This design comes from an exercise in tuning for a short achievable clock period and few clock cycles on the open sky130 flow, not from production work.
Only simulation tests tie the RTL to the original design; equivalence was not proved.
Power figures rest on the tool's default switching activity, not on a simulated workload.

==> run a: inputs <==
Design CPU, start of the top module:
module CPU (
  input  wire        clk,
  input  wire        rst_n,    
  output wire [31:0] imem_addr,
  input  wire [31:0] imem_rdata,
  output wire [31:0] dmem_addr,
  output wire [31:0] dmem_wdata,
  output wire        dmem_we,
  input  wire [31:0] dmem_rdata
);
localparam [6:0] OP_LD = 7'b0000011, OP_ST = 7'b0100011, OP_BR = 7'b1100011;
reg  [31:0] pc_f;
reg  [31:0] pc_o;                      
reg         v_d;
reg  [31:0] ir_d;
reg  [31:0] pc_d;
reg  [31:0] s1l_d, s1h_d, s2l_d, s2h_d;
reg         v_e;
reg  [31:0] a_e, b_e, imm_e, tgt_e;
reg  [4:0]  rd_e;
reg         ld_e, st_e, br_e, wr_e;    
reg  [1:0]  op_e;                      
reg         wfwd_e;                    
reg         lf1_e, lf2_e;              
reg  [31:0] addr_m, wdata_m, res_m;
reg         we_m, ld_m, wr_m;
reg  [4:0]  rd_m;
reg  [31:0] val_w;
reg         wr_w;
reg  [4:0]  rd_w;
reg  [31:0] rf [0:31];
assign imem_addr  = pc_o;
assign dmem_addr  = addr_m;
assign dmem_wdata = wdata_m;
assign dmem_we    = we_m;
wire [6:0]  opc_d  = ir_d[6:0];
wire [4:0]  rs1_d  = ir_d[19:15];
wire [4:0]  rs2_d  = ir_d[24:20];
wire [4:0]  rd_d   = ir_d[11:7];
wire        isld_d = opc_d == OP_LD;
wire        isst_d = opc_d == OP_ST;
wire        isbr_d = opc_d == OP_BR;
wire        isal_d = !isld_d && !isst_d && !isbr_d;
wire        cbr_d  = isbr_d;                        
  ...
clock: 12.0 ns
lec_check: 0
cap_margin: 20
core_area: 5 5 415 415
die_area: 0 0 420 420
gpl_timing_driven: 1
place_density: 0.6
slew_margin: 20
synth_hierarchical: 1
synth_minimum_keep_size: 0
standard.sh (not shown) runs the stock make flow with config.mk's settings and CLKGATE_MAP_FILE= SYNTH_SCRIPT=/design/flow/synth_recipe.tcl, a recipe that flattens the netlist after the stock synthesis.
==> flow/flow/run.sh <==
#!/bin/bash
set -euo pipefail
cd "$(dirname "$0")/.."
bash standard.sh SETUP_SLACK_MARGIN=8.6 finish > flow_make.log 2>&1
==> run b: changes against run a <==
--- a/flow/design.v
+++ b/flow/design.v
@@ -124,17 +124,21 @@
 reg  [31:0] pc_o;                      
 reg         v_d;
 reg  [31:0] ir_d;
 reg  [31:0] pc_d;
 reg  [31:0] s1l_d, s1h_d, s2l_d, s2h_d;
+reg         fe1_d, fe2_d, le1_d, le2_d;
 reg         v_e;
 reg  [31:0] a_e, b_e, imm_e, tgt_e;
 reg  [4:0]  rd_e;
 reg         ld_e, st_e, br_e, wr_e;    
 reg  [1:0]  op_e;                      
 reg         wfwd_e;                    
 reg         lf1_e, lf2_e;              
+reg         lsa_e;                     
+reg         lsa_m, lsub_m, lpa_m;      
+reg  [31:0] oth_m;                     
 reg  [31:0] addr_m, wdata_m, res_m;
 reg         we_m, ld_m, wr_m;
 reg  [4:0]  rd_m;
 reg  [31:0] val_w;
 reg         wr_w;
@@ -161,10 +165,13 @@
 wire [1:0]  aop_d  = (f_d == 4'b1000) ? 2'd1 :
                      (f_d == 4'b0111) ? 2'd2 :
                      (f_d == 4'b0110) ? 2'd3 : 2'd0;
 wire        use1_d = 1'b1;
 wire        use2_d = isal_d || cbr_d;
+wire        dep1_d = use1_d && le1;
+wire        dep2_d = use2_d && le2;
+wire        lsa_d  = isal_d && !aop_d[1] && (dep1_d ^ dep2_d);
 wire        late_d = isal_d && aop_d[1];
 wire [31:0] al_e  = lf1_e ? dmem_rdata : a_e;
 wire [31:0] bl_e  = lf2_e ? dmem_rdata : b_e;
 wire [31:0] sum_e, dif_e;
 ksh #(.W(32)) sadd (.a(a_e), .b(b_e),  .cin(1'b0), .s(sum_e), .cout());
@@ -175,15 +182,18 @@
     2'd0: alu_e = sum_e;
     2'd1: alu_e = dif_e;
     2'd2: alu_e = al_e & bl_e;
     default: alu_e = al_e | bl_e;
   endcase
-wire        fe1 = v_e && wr_e && rd_e == rs1_d;
-wire        fe2 = v_e && wr_e && rd_e == rs2_d;
-wire        le1 = v_e && ld_e && rd_e == rs1_d;
-wire        le2 = v_e && ld_e && rd_e == rs2_d;
-wire [31:0] val_m = ld_m ? dmem_rdata : res_m;
+wire        fe1 = fe1_d;
+wire        fe2 = fe2_d;
+wire        le1 = le1_d;
+wire        le2 = le2_d;
+wire [31:0] lsum_m, ldif_m;
+ksh #(.W(32)) msadd (.a(val_w),                  .b(oth_m),                   .cin(1'b0), .s(lsum_m), .cout());
+ksh #(.W(32)) mssub (.a(lpa_m ? val_w : oth_m), .b(lpa_m ? ~oth_m : ~val_w), .cin(1'b1), .s(ldif_m), .cout());
+wire [31:0] val_m = ld_m ? dmem_rdata : lsa_m ? (lsub_m ? ldif_m : lsum_m) : res_m;
 wire        fm1 = wr_m && rd_m == rs1_d;
 wire        fm2 = wr_m && rd_m == rs2_d;
 wire        fw1 = wr_w && rd_w == rs1_d;
 wire        fw2 = wr_w && rd_w == rs2_d;
 reg  [31:0] r1_d, r2_d;
@@ -196,11 +206,11 @@
     r2_d = r2_d | (rf[k] & {{16{s2h_d[k]}}, {16{s2l_d[k]}}});
   end
 end
 wire [31:0] op1_d = fe1 ? alu_e : fm1 ? val_m : fw1 ? val_w : r1_d;
 wire [31:0] op2_d = fe2 ? alu_e : fm2 ? val_m : fw2 ? val_w : r2_d;
-wire stall = v_d && !late_d && ((use1_d && le1) || (use2_d && le2));
+wire stall = v_d && ((!late_d && !lsa_d && (dep1_d || dep2_d)) || (lsa_e && (fe1 || fe2)));
 wire [31:0] addr_e;
 ksh #(.W(32)) aadd (.a(a_e), .b(imm_e), .cin(1'b0), .s(addr_e), .cout());
 wire        redir_e = v_e && br_e && (a_e == b_e);
 wire [31:0] s1l_f, s1h_f, s2l_f, s2h_f;
 dec5 d1l (.a(imem_rdata[19:15]), .y(s1l_f));
@@ -248,10 +258,14 @@
     s1l_d <= s1l_f;
     s1h_d <= s1h_f;
     s2l_d <= s2l_f;
     s2h_d <= s2h_f;
   end
+  fe1_d  <= !stall && v_d && isal_d && rd_d == imem_rdata[19:15];
+  fe2_d  <= !stall && v_d && isal_d && rd_d == imem_rdata[24:20];
+  le1_d  <= !stall && v_d && isld_d && rd_d == imem_rdata[19:15];
+  le2_d  <= !stall && v_d && isld_d && rd_d == imem_rdata[24:20];
   a_e    <= op1_d;
   b_e    <= op2_d;
   imm_e  <= imm_d;
   tgt_e  <= tgt_d;
   rd_e   <= rd_d;
@@ -259,12 +273,17 @@
   st_e   <= isst_d;
   br_e   <= cbr_d;
   wr_e   <= isal_d;
   op_e   <= aop_d;
   wfwd_e <= isst_d && le2 && !(use1_d && le1);
-  lf1_e  <= late_d && use1_d && le1;
-  lf2_e  <= late_d && use2_d && le2;
+  lf1_e  <= (late_d || lsa_d) && dep1_d;
+  lf2_e  <= late_d && dep2_d;
+  lsa_e  <= lsa_d;
+  lsa_m  <= v_e && lsa_e;
+  lsub_m <= op_e[0];
+  lpa_m  <= lf1_e;
+  oth_m  <= lf1_e ? b_e : a_e;
   addr_m  <= addr_e;
   wdata_m <= wfwd_e ? dmem_rdata : b_e;
   res_m   <= alu_e;
   ld_m    <= ld_e;
   rd_m    <= rd_e;
==> run c: changes against run a <==
--- a/flow/design.v
+++ b/flow/design.v
@@ -131,10 +131,13 @@
 reg  [4:0]  rd_e;
 reg         ld_e, st_e, br_e, wr_e;    
 reg  [1:0]  op_e;                      
 reg         wfwd_e;                    
 reg         lf1_e, lf2_e;              
+reg         lsa_e;                     
+reg         lsa_m, lsub_m, lpa_m;      
+reg  [31:0] oth_m;                     
 reg  [31:0] addr_m, wdata_m, res_m;
 reg         we_m, ld_m, wr_m;
 reg  [4:0]  rd_m;
 reg  [31:0] val_w;
 reg         wr_w;
@@ -161,10 +164,13 @@
 wire [1:0]  aop_d  = (f_d == 4'b1000) ? 2'd1 :
                      (f_d == 4'b0111) ? 2'd2 :
                      (f_d == 4'b0110) ? 2'd3 : 2'd0;
 wire        use1_d = 1'b1;
 wire        use2_d = isal_d || cbr_d;
+wire        dep1_d = use1_d && le1;
+wire        dep2_d = use2_d && le2;
+wire        lsa_d  = isal_d && !aop_d[1] && (dep1_d ^ dep2_d);
 wire        late_d = isal_d && aop_d[1];
 wire [31:0] al_e  = lf1_e ? dmem_rdata : a_e;
 wire [31:0] bl_e  = lf2_e ? dmem_rdata : b_e;
 wire [31:0] sum_e, dif_e;
 ksh #(.W(32)) sadd (.a(a_e), .b(b_e),  .cin(1'b0), .s(sum_e), .cout());
@@ -179,11 +185,14 @@
   endcase
 wire        fe1 = v_e && wr_e && rd_e == rs1_d;
 wire        fe2 = v_e && wr_e && rd_e == rs2_d;
 wire        le1 = v_e && ld_e && rd_e == rs1_d;
 wire        le2 = v_e && ld_e && rd_e == rs2_d;
-wire [31:0] val_m = ld_m ? dmem_rdata : res_m;
+wire [31:0] lsum_m, ldif_m;
+ksh #(.W(32)) msadd (.a(val_w),                  .b(oth_m),                   .cin(1'b0), .s(lsum_m), .cout());
+ksh #(.W(32)) mssub (.a(lpa_m ? val_w : oth_m), .b(lpa_m ? ~oth_m : ~val_w), .cin(1'b1), .s(ldif_m), .cout());
+wire [31:0] val_m = ld_m ? dmem_rdata : lsa_m ? (lsub_m ? ldif_m : lsum_m) : res_m;
 wire        fm1 = wr_m && rd_m == rs1_d;
 wire        fm2 = wr_m && rd_m == rs2_d;
 wire        fw1 = wr_w && rd_w == rs1_d;
 wire        fw2 = wr_w && rd_w == rs2_d;
 reg  [31:0] r1_d, r2_d;
@@ -196,11 +205,11 @@
     r2_d = r2_d | (rf[k] & {{16{s2h_d[k]}}, {16{s2l_d[k]}}});
   end
 end
 wire [31:0] op1_d = fe1 ? alu_e : fm1 ? val_m : fw1 ? val_w : r1_d;
 wire [31:0] op2_d = fe2 ? alu_e : fm2 ? val_m : fw2 ? val_w : r2_d;
-wire stall = v_d && !late_d && ((use1_d && le1) || (use2_d && le2));
+wire stall = v_d && ((!late_d && !lsa_d && (dep1_d || dep2_d)) || (lsa_e && (fe1 || fe2)));
 wire [31:0] addr_e;
 ksh #(.W(32)) aadd (.a(a_e), .b(imm_e), .cin(1'b0), .s(addr_e), .cout());
 wire        redir_e = v_e && br_e && (a_e == b_e);
 wire [31:0] s1l_f, s1h_f, s2l_f, s2h_f;
 dec5 d1l (.a(imem_rdata[19:15]), .y(s1l_f));
@@ -259,12 +268,17 @@
   st_e   <= isst_d;
   br_e   <= cbr_d;
   wr_e   <= isal_d;
   op_e   <= aop_d;
   wfwd_e <= isst_d && le2 && !(use1_d && le1);
-  lf1_e  <= late_d && use1_d && le1;
-  lf2_e  <= late_d && use2_d && le2;
+  lf1_e  <= (late_d || lsa_d) && dep1_d;
+  lf2_e  <= late_d && dep2_d;
+  lsa_e  <= lsa_d;
+  lsa_m  <= v_e && lsa_e;
+  lsub_m <= op_e[0];
+  lpa_m  <= lf1_e;
+  oth_m  <= lf1_e ? b_e : a_e;
   addr_m  <= addr_e;
   wdata_m <= wfwd_e ? dmem_rdata : b_e;
   res_m   <= alu_e;
   ld_m    <= ld_e;
   rd_m    <= rd_e;
==> run d: changes against run a <==
--- a/flow/design.v
+++ b/flow/design.v
@@ -12,13 +12,10 @@
 incdec #(.W(19)) hid (.x(pc[31:13]), .inc(hip), .dec(him));
 assign sg = off[12];
 endmodule
 module jdet (input wire [31:0] ir, output wire j);
 assign j = ir[6:0] == 7'b1100011 && ir[19:15] == ir[24:20];
-endmodule
-module dec5 (input wire [4:0] a, output wire [31:0] y);
-assign y = 32'd1 << a;
 endmodule
 module pcsel (
   input  wire [31:0] pc,
   input  wire [11:0] lo,
   input  wire        cy,
@@ -123,11 +120,11 @@
 reg  [31:0] pc_f;
 reg  [31:0] pc_o;                      
 reg         v_d;
 reg  [31:0] ir_d;
 reg  [31:0] pc_d;
-reg  [31:0] s1l_d, s1h_d, s2l_d, s2h_d;
+reg  [31:0] s1_d, s2_d;                
 reg         v_e;
 reg  [31:0] a_e, b_e, imm_e, tgt_e;
 reg  [4:0]  rd_e;
 reg         ld_e, st_e, br_e, wr_e;    
 reg  [1:0]  op_e;                      
@@ -190,40 +187,33 @@
 integer k;
 always @(*) begin
   r1_d = 32'd0;
   r2_d = 32'd0;
   for (k = 0; k < 32; k = k + 1) begin
-    r1_d = r1_d | (rf[k] & {{16{s1h_d[k]}}, {16{s1l_d[k]}}});
-    r2_d = r2_d | (rf[k] & {{16{s2h_d[k]}}, {16{s2l_d[k]}}});
+    r1_d = r1_d | (rf[k] & {32{s1_d[k]}});
+    r2_d = r2_d | (rf[k] & {32{s2_d[k]}});
   end
 end
 wire [31:0] op1_d = fe1 ? alu_e : fm1 ? val_m : fw1 ? val_w : r1_d;
 wire [31:0] op2_d = fe2 ? alu_e : fm2 ? val_m : fw2 ? val_w : r2_d;
 wire stall = v_d && !late_d && ((use1_d && le1) || (use2_d && le2));
 wire [31:0] addr_e;
 ksh #(.W(32)) aadd (.a(a_e), .b(imm_e), .cin(1'b0), .s(addr_e), .cout());
 wire        redir_e = v_e && br_e && (a_e == b_e);
-wire [31:0] s1l_f, s1h_f, s2l_f, s2h_f;
-dec5 d1l (.a(imem_rdata[19:15]), .y(s1l_f));
-dec5 d1h (.a(imem_rdata[19:15]), .y(s1h_f));
-dec5 d2l (.a(imem_rdata[24:20]), .y(s2l_f));
-dec5 d2h (.a(imem_rdata[24:20]), .y(s2h_f));
-wire        jmp_f, jmp2_f;
-jdet jd  (.ir(imem_rdata), .j(jmp_f));
-jdet jd2 (.ir(imem_rdata), .j(jmp2_f));
+wire        jmp_f;
+jdet jd (.ir(imem_rdata), .j(jmp_f));
 wire [11:0] lo_f;
 wire        cy_f, sg_f;
 wire [18:0] hip_f, him_f;
 wire [31:0] pc_n, pc_n2;
 wire [31:0] pc_oth = redir_e ? tgt_e : stall ? pc_f : pc_f + 32'd4;
-wire        jsel_f  = jmp_f && !redir_e && !stall;
-wire        jsel2_f = jmp2_f && !redir_e && !stall;
+wire        jsel_f = jmp_f && !redir_e && !stall;
 jtarget jt  (.pc(pc_f), .ir(imem_rdata), .lo(lo_f), .cy(cy_f), .sg(sg_f), .hip(hip_f), .him(him_f));
 pcsel   ps  (.pc(pc_f), .lo(lo_f), .cy(cy_f), .sg(sg_f), .hip(hip_f), .him(him_f),
              .other(pc_oth), .jsel(jsel_f), .pc_n(pc_n));
 pcsel   ps2 (.pc(pc_f), .lo(lo_f), .cy(cy_f), .sg(sg_f), .hip(hip_f), .him(him_f),
-             .other(pc_oth), .jsel(jsel2_f), .pc_n(pc_n2));
+             .other(pc_oth), .jsel(jsel_f), .pc_n(pc_n2));
 always @(posedge clk, posedge rst_n)
   if (rst_n) begin
     pc_f <= 32'd0;
     pc_o <= 32'd0;
     v_d  <= 1'b0;
@@ -243,14 +233,12 @@
   end
 always @(posedge clk) begin
   if (!stall) begin
     ir_d <= imem_rdata;
     pc_d <= pc_f;
-    s1l_d <= s1l_f;
-    s1h_d <= s1h_f;
-    s2l_d <= s2l_f;
-    s2h_d <= s2h_f;
+    s1_d <= 32'd1 << imem_rdata[19:15];
+    s2_d <= 32'd1 << imem_rdata[24:20];
   end
   a_e    <= op1_d;
   b_e    <= op2_d;
   imm_e  <= imm_d;
   tgt_e  <= tgt_d;
==> flow/flow/run.sh (replaced) <==
#!/bin/bash
set -euo pipefail
cd "$(dirname "$0")/.."
bash standard.sh SETUP_SLACK_MARGIN=8.3 finish > flow_make.log 2>&1
==> notes <==
- The lowest design area belongs to run d, the highest to run c.
- Between run d and run b, the lower via count is in run d (gap about 12%, measured against run b).
- Against run a, the fmax of run d is smaller by about 3%.
- Sequential share of layout area: run c is lower than run a (3.4 points).
- The lowest worst setup slack belongs to run d, the highest to run a.
- Flip-flop and latch count: run d < run a < run c < run b.
- Of run b and run a, run b has the higher combinational power (gap 53%, measured against run a).
- Of run c and run b, run c has the higher critical path depth (gap 13).
- Synthesized cell count, lowest first: run d, run a, run b, run c.
- Against run a, the non-clock buffer count of run d is lower by 61.
- The lowest clock skew belongs to run a, the highest to run b.
==> figures <==
| quantity | run b | run c | run a | run d |
|---|---|---|---|---|
| Worst Setup Path Type | flip-flop to output pin | flip-flop to flip-flop | flip-flop to output pin | flip-flop to flip-flop |
| Power in combinational cells | 10.6 mW | 10.6 mW | 6.94 mW | 7.01 mW |
| Post-synthesis instance area | 89400 sq um | 89400 sq um | 81900 sq um | 79100 sq um |
| Global-route track usage on met1 | 0.556 | 0.572 | 0.515 | 0.504 |
| Critical path endpoint category | output pin | flip-flop | output pin | flip-flop |
| Most common library cell in the layout ignoring fill and taps | sky130_fd_sc_hd__dfrtp_1 | sky130_fd_sc_hd__mux2_2 | sky130_fd_sc_hd__mux2_2 | sky130_fd_sc_hd__mux2_2 |
| End point of the most critical hold path | ld_m | tgt_e[0] | tgt_e[0] | tgt_e[0] |
| Total via count in the routed design | 77434 | 78933 | 69585 | 67790 |
| Share of the core filled with cells in the final layout | 0.615 | 0.624 | 0.561 | 0.537 |
| Sink count of the clock tree | 1586 | 1582 | 1546 | 1482 |
| Least setup slack across all paths after layout | 8.18 ns | 8.18 ns | 8.20 ns | 8.08 ns |
| Clock latency on the worst-skew pair | 0.89 ns | 0.87 ns | 0.83 ns | 0.84 ns |
| Fraction of layout instances using a drive strength above 1 | 0.283 | 0.303 | 0.298 | 0.286 |
| Post-Place Cells | 10419 | 10502 | 9463 | 9228 |
| Main power group | combinational logic | combinational logic | registers | registers |
| Switching power share of the total | 0.401 | 0.404 | 0.374 | 0.380 |
| Reg2Reg Capture Point | b_e[27] | pc_f[20] | pc_f[22] | a_e[22] |
| Combinational cell fraction of total power | 0.408 | 0.410 | 0.314 | 0.323 |
| Met3 wire len | 51.6 mm | 53.5 mm | 49.2 mm | 49.1 mm |
| Vias per cell | 7.10 | 7.14 | 7.05 | 7.06 |
| Multi-input combinational cell area | 48900 sq um | 49400 sq um | 41800 sq um | 40800 sq um |
| Leakage power | 47.9 nW | 47.9 nW | 41.4 nW | 40.3 nW |
| Outcome | timing/DRC/antenna clean | timing/DRC/antenna clean | timing/DRC/antenna clean | timing/DRC/antenna clean |
Testbench counts of run a, summed over its fixed seeds: cycles 31,563.
Testbench counts of run b, summed over its fixed seeds: cycles 31,370.
Testbench counts of run c, summed over its fixed seeds: cycles 31,370.
Testbench counts of run d, summed over its fixed seeds: cycles 31,563.

==> afterwards: timing with drivers on the ports <==
Ports are ideal in the flow. The routed layouts listed here were re-timed in OpenROAD.
Step 1 (the two cells are an assumption about what drives the block):
set clk [get_ports {clk}]
set_driving_cell -lib_cell sky130_fd_sc_hd__clkbuf_16 $clk
set_driving_cell -lib_cell sky130_fd_sc_hd__buf_2 [delete_from_list [all_inputs] $clk]
Step 2 also shifts input and output timing later by t, the mid clock arrival at the registers, as if the neighbouring blocks saw the same clock.
a / b / c = no drivers / after step 1 / after step 2; a / b = the first two.
run	shift t [ns]	setup WS [ns]	worst setup path at the end
run a	0.887	8.195 / 8.117 / 7.430	input to register
run b	0.941	8.184 / 8.096 / 7.451	input to register
run c	0.938	8.180 / 8.092 / 7.438	input to register
run d	0.907	8.082 / 8.082 / 7.358	input to register
After both steps setup and hold are still met in every run listed. The setup slack of run a, which loses most, moves by -0.078 ns with the drivers and by -0.765 ns with both steps.
